Context: an optimization exercise on an open-source flow, tuned for small area. The choices shown serve that exercise and are no tape-out recipe.
In this exercise RTL edits were held to simulation tests only and were not proved equivalent to the original.
Power figures rest on the tool's default switching activity, not on a simulated workload.

== old ==
Design Digtal_Top, start of the top module:
module Digtal_Top(
	input 			CLOCK_Digtal,
	input 			RST,
	input 			Rx,
	input 			CS,
	output [7:0]	Out_Data,
	output [7:0]	RAM_Data_In,
	output [30:0]	RAM_RDADD,
	output [30:0]	RAM_WRADD,
	output 			RAM_RDEN,
	output 			RAM_WREN,
	input [7:0]		RAM_Q
	);
	reg 		b;
	wire 		tick = ~b;
	reg [3:0]	z;
	reg [7:0]	cnt;
	reg [7:0]	data;
	wire 		det  = z[3];
	wire 		hi   = cnt[7] & cnt[4];
	wire 		rcv  = ~hi | (cnt[2:0] == 3'd0);
	wire 		post = hi & (cnt[2:0] != 3'd0) & (cnt[2:0] != 3'd6);
	wire 		samp = (cnt[3:0] == 4'd0) & (cnt[7:4] != 4'd0) & ~hi;
	reg [1:0]	cs_s;
	reg [2:0]	c;
	reg [5:0]	r;
	reg [5:0]	s;		 
	reg [7:0]	out;
	reg [30:0]	wradd;
	reg [30:0]	rdadd;
	wire 		frame = r[5] | r[4] | r[3] | r[2];
	wire 		ev9   = hi & (cnt[2:0] == 3'd5) & b;	 
	wire 		wr_on = frame & hi & (((cnt[2:0] == 3'd3) & ~b) | (cnt[2:0] == 3'd4));
	wire 		r_last = (r == 6'd49);
	wire 		done  = ev9 & frame & r_last;
	wire 		dis   = s[5] & s[4] & s[3];
	wire [5:0]	s_cur = (done & dis) ? 6'd0 : s;
	wire 		cs_rise = cs_s[0] & ~cs_s[1];
	wire 		cs_fall = ~cs_s[0] & cs_s[1];
	wire 		is_eb = (data == 8'hEB);
	wire 		is_90 = (data == 8'h90);
	always @(posedge CLOCK_Digtal) begin
		if (RST) begin
			b <= 1'b0;
			z <= 4'd0;
			cnt <= 8'd150;
		end else begin
			b <= ~b;
			if (tick) begin
				if (Rx)
					z <= 4'd0;
				else if (!z[3])
					z <= z + 1'b1;
				if (rcv) begin
					if (hi)
						cnt <= Rx ? 8'd145 : 8'd150;
					else
						cnt <= cnt + 1'b1;
				end else if (det)
					cnt <= 8'd0;
				else if (post)
					cnt <= cnt + 1'b1;
			end
		end
	end
	always @(posedge CLOCK_Digtal)
		if (tick & rcv & samp)
			data <= {Rx, data[7:1]};
	wire 		wr_inc = ev9 & frame;
	wire 		rd_inc = (c == 3'd7);
	reg 		wcy, rcy;
	wire [31:0]	wt, rt;
	genvar i;
	generate for (i = 0; i < 31; i = i + 1) begin : g_add
		if (i == 0) begin : g_lo
			assign wt[i] = wr_inc;
			assign rt[i] = rd_inc;
		end else if (i == 16) begin : g_hi
			assign wt[i] = wcy;
  ...
clock: 5.0 ns
lec_check: 0
cap_margin: 20
core_margin: 2
core_utilization: 40
place_density: 0.6
slew_margin: 20
standard.sh (not shown) runs the stock make flow with config.mk's settings and CLKGATE_MAP_FILE= SYNTH_SCRIPT=/design/flow/synth_recipe.tcl, a recipe that flattens the netlist after the stock synthesis.
==> flow/flow/run.sh <==
#!/bin/bash
# Standard ORFS layout with three changes:
#  - synthesis maps all logic, adders included, with an area-oriented ABC
#    script (flow/abc.script) instead of extracting half adders first; it is
#    run with 48 random seeds for ABC's &deepsyn (4 at a time, each in a work
#    folder of its own) and the smallest netlist is kept. Everything else in
#    synthesis is the standard script, so the registers are those of the
#    standard synthesis.
#  - ports are buffered with the smallest buffer
#  - the clock tree is built from small clock buffers without dummy loads
set -euo pipefail
here=$(pwd)
orfs="$here/orfs"
export BUFFER_PORTS_ARGS="-buffer_cell sky130_fd_sc_hd__buf_1"
export CTS_ARGS="-sink_clustering_enable -repair_clock_nets -dont_use_dummy_load -buf_list {sky130_fd_sc_hd__clkbuf_2 sky130_fd_sc_hd__clkbuf_4 sky130_fd_sc_hd__clkbuf_8}"

# standard.sh with its work folder taken from $WH
grep -q "WORK_HOME=$orfs " standard.sh
sed "s|WORK_HOME=$orfs |WORK_HOME=\$WH |" standard.sh > "$here/standard_wh.sh"

synth_seed() {
	local seed=$1
	local d="$here/seed_$seed"
	rm -rf "$d"
	mkdir -p "$d"
	cp -r "$FLOW_HOME/scripts" "$d/scripts"
	sed "s/SEED/$seed/" "$here/flow/abc.script" > "$d/scripts/abc_speed.script"
	WH="$d/orfs" bash "$here/standard_wh.sh" SCRIPTS_DIR="$d/scripts" ADDER_MAP_FILE= synth > "$here/synth_$seed.log" 2>&1 || true
}

for round in $(seq 0 11); do
	for k in 0 1 2 3; do
		synth_seed $((round * 4 + k)) &
	done
	wait
done

best=""
best_area=""
for seed in $(seq 0 47); do
	stat="$here/seed_$seed/orfs/reports/sky130hd/Digtal_Top/base/synth_stat.txt"
	[[ -f "$here/seed_$seed/orfs/results/sky130hd/Digtal_Top/base/1_synth.odb" && -f "$stat" ]] || continue
	area=$(grep "Chip area for module" "$stat" | awk '{print $NF}')
	echo "seed $seed area $area" >> "$here/synth_choice.log"
	if [[ -z "$best_area" ]] || awk "BEGIN{exit !($area < $best_area)}"; then
		best=$seed
		best_area=$area
	fi
done
echo "kept seed $best area $best_area" >> "$here/synth_choice.log"
rm -rf "$orfs"
mv "$here/seed_$best/orfs" "$orfs"
rm -rf "$here"/seed_*
bash standard.sh > "$here/standard.log" 2>&1
==> flow/flow/abc.script <==
&get -n
&st
&deepsyn -J 50 -T 100 -S SEED
&dch -f
&nf -R 1000
&put
topo
stime -c
old completed every stage of the flow, and the final layout passed the timing, DRC and antenna checks.
Modified inputs, new compared to old
==> flow/flow/run.sh <==
#!/bin/bash
# Standard ORFS layout with three changes:
#  - synthesis maps all logic, adders included, with an area-oriented ABC
#    script instead of extracting half adders first. Two scripts
#    (flow/abc1.script, flow/abc2.script) are each run with 16 random seeds
#    for ABC's &deepsyn (4 runs at a time, each in a work folder of its own)
#    and the smallest netlist is kept. Everything else in synthesis is the
#    standard script, so the registers are those of the standard synthesis.
#  - ports are buffered with the smallest buffer
#  - the clock tree is built from small clock buffers without dummy loads
set -euo pipefail
here=$(pwd)
orfs="$here/orfs"
export BUFFER_PORTS_ARGS="-buffer_cell sky130_fd_sc_hd__buf_1"
export CTS_ARGS="-sink_clustering_enable -repair_clock_nets -dont_use_dummy_load -buf_list {sky130_fd_sc_hd__clkbuf_2 sky130_fd_sc_hd__clkbuf_4 sky130_fd_sc_hd__clkbuf_8}"

# standard.sh with its work folder taken from $WH
grep -q "WORK_HOME=$orfs " standard.sh
sed "s|WORK_HOME=$orfs |WORK_HOME=\$WH |" standard.sh > "$here/standard_wh.sh"

# run number n: script 1 + n / 16, seed n % 16
synth_run() {
	local n=$1
	local d="$here/run_$n"
	rm -rf "$d"
	mkdir -p "$d"
	cp -r "$FLOW_HOME/scripts" "$d/scripts"
	sed "s/SEED/$((n % 16))/" "$here/flow/abc$((1 + n / 16)).script" > "$d/scripts/abc_speed.script"
	WH="$d/orfs" bash "$here/standard_wh.sh" SCRIPTS_DIR="$d/scripts" ADDER_MAP_FILE= synth > "$here/synth_$n.log" 2>&1 || true
}

for round in $(seq 0 7); do
	for k in 0 1 2 3; do
		synth_run $((round * 4 + k)) &
	done
	wait
done

best=""
best_area=""
for n in $(seq 0 31); do
	stat="$here/run_$n/orfs/reports/sky130hd/Digtal_Top/base/synth_stat.txt"
	[[ -f "$here/run_$n/orfs/results/sky130hd/Digtal_Top/base/1_synth.odb" && -f "$stat" ]] || continue
	area=$(grep "Chip area for module" "$stat" | awk '{print $NF}')
	echo "run $n area $area" >> "$here/synth_choice.log"
	if [[ -z "$best_area" ]] || awk "BEGIN{exit !($area < $best_area)}"; then
		best=$n
		best_area=$area
	fi
done
echo "kept run $best area $best_area" >> "$here/synth_choice.log"
rm -rf "$orfs"
mv "$here/run_$best/orfs" "$orfs"
rm -rf "$here"/run_*
bash standard.sh > "$here/standard.log" 2>&1
==> flow/flow/abc1.script (new file) <==
&get -n
&st
&deepsyn -J 50 -T 100 -S SEED
&dch -f
&nf -R 1000
&put
topo
stime -c
==> flow/flow/abc2.script (new file) <==
&get -n
&st
&deepsyn -J 50 -T 100 -S SEED
&dch -f
&nf -R 1000
&st
&dch -f
&nf -R 1000
&put
topo
stime -c
removed: flow/flow/abc.script
[summary]
- new and old ended up with roughly the same overall die area.
- new vs. old: cell count went down by 5.
- Lower time the final worst path needs with I/O delays and setup among new and old: old
- Comparing leakage power total for new and old, the bigger number came from old.
- Going from old to new, number of buffers and inverters on the critical path shrank by 1; met1 track demand over resource grew by 0.28 points; cell count after synthesis shrank by about 0.9%; multi-input combinational gate total shrank by 2; total area of multi-input combinational cells grew by about 0.75%.
- ~same sequential share of layout area in new and old
- Route | new vs old | wire shorter in new
- All of new and old finish clean.

* * *

== run A ==
Digtal_Top, a different RTL version from the one above (not shown whole).
Size: ~470 cells after synthesis, ~110 flip-flops, about 92 I/O pins.
Design Digtal_Top, start of the top module:
module Digtal_Top(
	input 			CLOCK_Digtal,
	input 			RST,
	input 			Rx,
	input 			CS,
	output [7:0]	Out_Data,
	output [7:0]	RAM_Data_In,
	output [30:0]	RAM_RDADD,
	output [30:0]	RAM_WRADD,
	output 			RAM_RDEN,
	output 			RAM_WREN,
	input [7:0]		RAM_Q
	);
==> flow/config.mk <==
export PLATFORM = sky130hd
export DESIGN_NAME = Digtal_Top
export DESIGN_NICKNAME = Digtal_Top
export VERILOG_FILES = /design/flow/design.v
export SDC_FILE = /design/flow/constraint.sdc
export NUM_CORES = 4
export LEC_CHECK = 0
export CAP_MARGIN = 20
export CORE_MARGIN = 2
export CORE_UTILIZATION = 40
export PLACE_DENSITY = 0.6
export SLEW_MARGIN = 20
==> flow/constraint.sdc <==
create_clock -name core_clock -period 5.0 [get_ports {CLOCK_Digtal}]
set_input_delay 1.0000 -clock core_clock [delete_from_list [all_inputs] [get_ports {CLOCK_Digtal}]]
set_output_delay 1.0000 -clock core_clock [all_outputs]
set_load 0.01 [all_outputs]
==> flow/flow/run.sh <==
#!/bin/bash
# Standard ORFS layout; ports are buffered with the smallest buffer and the
# clock tree is built from small clock buffers without dummy loads.
set -euo pipefail
export BUFFER_PORTS_ARGS="-buffer_cell sky130_fd_sc_hd__buf_1"
export CTS_ARGS="-sink_clustering_enable -repair_clock_nets -dont_use_dummy_load -buf_list {sky130_fd_sc_hd__clkbuf_2 sky130_fd_sc_hd__clkbuf_4 sky130_fd_sc_hd__clkbuf_8}"
bash standard.sh > standard.log 2>&1
> inputs changed (run A -> run B)
==> flow/flow/run.sh <==
#!/bin/bash
# Standard ORFS layout with three changes:
#  - synthesis maps all logic, adders included, with an area-oriented ABC
#    script (flow/abc.script) instead of extracting half adders first;
#    everything else in synthesis is the standard script, so the registers
#    are those of the standard synthesis
#  - ports are buffered with the smallest buffer
#  - the clock tree is built from small clock buffers without dummy loads
set -euo pipefail
here=$(pwd)
rm -rf "$here/scripts_abc"
cp -r "$FLOW_HOME/scripts" "$here/scripts_abc"
cp "$here/flow/abc.script" "$here/scripts_abc/abc_speed.script"
export BUFFER_PORTS_ARGS="-buffer_cell sky130_fd_sc_hd__buf_1"
export CTS_ARGS="-sink_clustering_enable -repair_clock_nets -dont_use_dummy_load -buf_list {sky130_fd_sc_hd__clkbuf_2 sky130_fd_sc_hd__clkbuf_4 sky130_fd_sc_hd__clkbuf_8}"
bash standard.sh SCRIPTS_DIR="$here/scripts_abc" ADDER_MAP_FILE= synth > "$here/synth.log" 2>&1
bash standard.sh > "$here/standard.log" 2>&1
==> flow/flow/abc.script (new file) <==
&get -n
&st
&deepsyn -T 20
&dch
&nf -R 1000
&put
topo
stime -c
Looking at first element of the critical path, the r[3]$_SDFFE_PP0P_ result is from run B; the r[4]$_SDFFE_PP0P_ one comes from run A. Run B vs. run A: synthesized-area fraction occupied by adder cells shows a reduction of 18 points; first-pass GRT wire length down about 14%; global-route total usage across every layer decreased by 0.19 points relative to the old numbers; cell leakage power saw a decrease.
Edits applied to the flow inputs when going from run B to run C:
-- flow/flow/run.sh --
<<< run B, line 3
#  - synthesis maps all logic, adders included, with an area-oriented ABC
#    script (flow/abc.script) instead of extracting half adders first;
>>> run C, line 3
#  - synthesis maps logic with an area-oriented ABC script (flow/abc.script);
<<< run B, line 16
bash standard.sh SCRIPTS_DIR="$here/scripts_abc" ADDER_MAP_FILE= synth > "$here/synth.log" 2>&1
>>> run C, line 15
bash standard.sh SCRIPTS_DIR="$here/scripts_abc" synth > "$here/synth.log" 2>&1
-- flow/flow/abc.script --
<<< run B, line 5
&nf -R 1000
>>> run C, line 5
&nf -a -R 1000
## What came out
Run C packs its core looser than run B.
Compared with run B, run C shows HPWL after detailed placement that has gone up by a little under 10%.
In run C, the leakage power of the design came out 29% above the value in run B.
Summary of the comparison: power is higher in run C, relative to run B.
Wire length after detailed routing | run C above run B
For internal power summed over all cells, dividing the value from run C by the value from run B gives 1.06.

what the ideal ports hide:
Ports are ideal in the flow. The routed layouts listed here were re-timed in OpenROAD.
Step 1, drivers: a clkbuf_16 drives CLOCK_Digtal and a buf_2 each remaining input, both assumed.
Step 2 times the ports against the registers' clock, not the clock port: input delays grow and output delays shrink by t, the midpoint of the rising clock arrivals with the driver on.
Slacks: ideal ports / drivers / drivers and shift; pairs: ideal ports / drivers.
run | shift t [ns] | setup WS [ns] | worst setup path after step 2 | slew at the worst register clock pin (ns) | cell pins on the clock port's net
old | 0.370 | 1.754 / 1.754 / 1.754 | register to register | 0.11 / 0.11 | 1
new | 0.375 | 1.173 / 1.173 / 1.173 | register to register | 0.10 / 0.10 | 1
run A | 0.402 | 0.708 / 0.708 / 0.708 | register to register | 0.11 / 0.11 | 1
run B | 0.381 | 0.326 / 0.326 / 0.326 | register to register | 0.10 / 0.10 | 1
run C | 0.396 | 0.709 / 0.709 / 0.709 | register to register | 0.10 / 0.10 | 1
After both steps setup and hold are still met in every run listed.
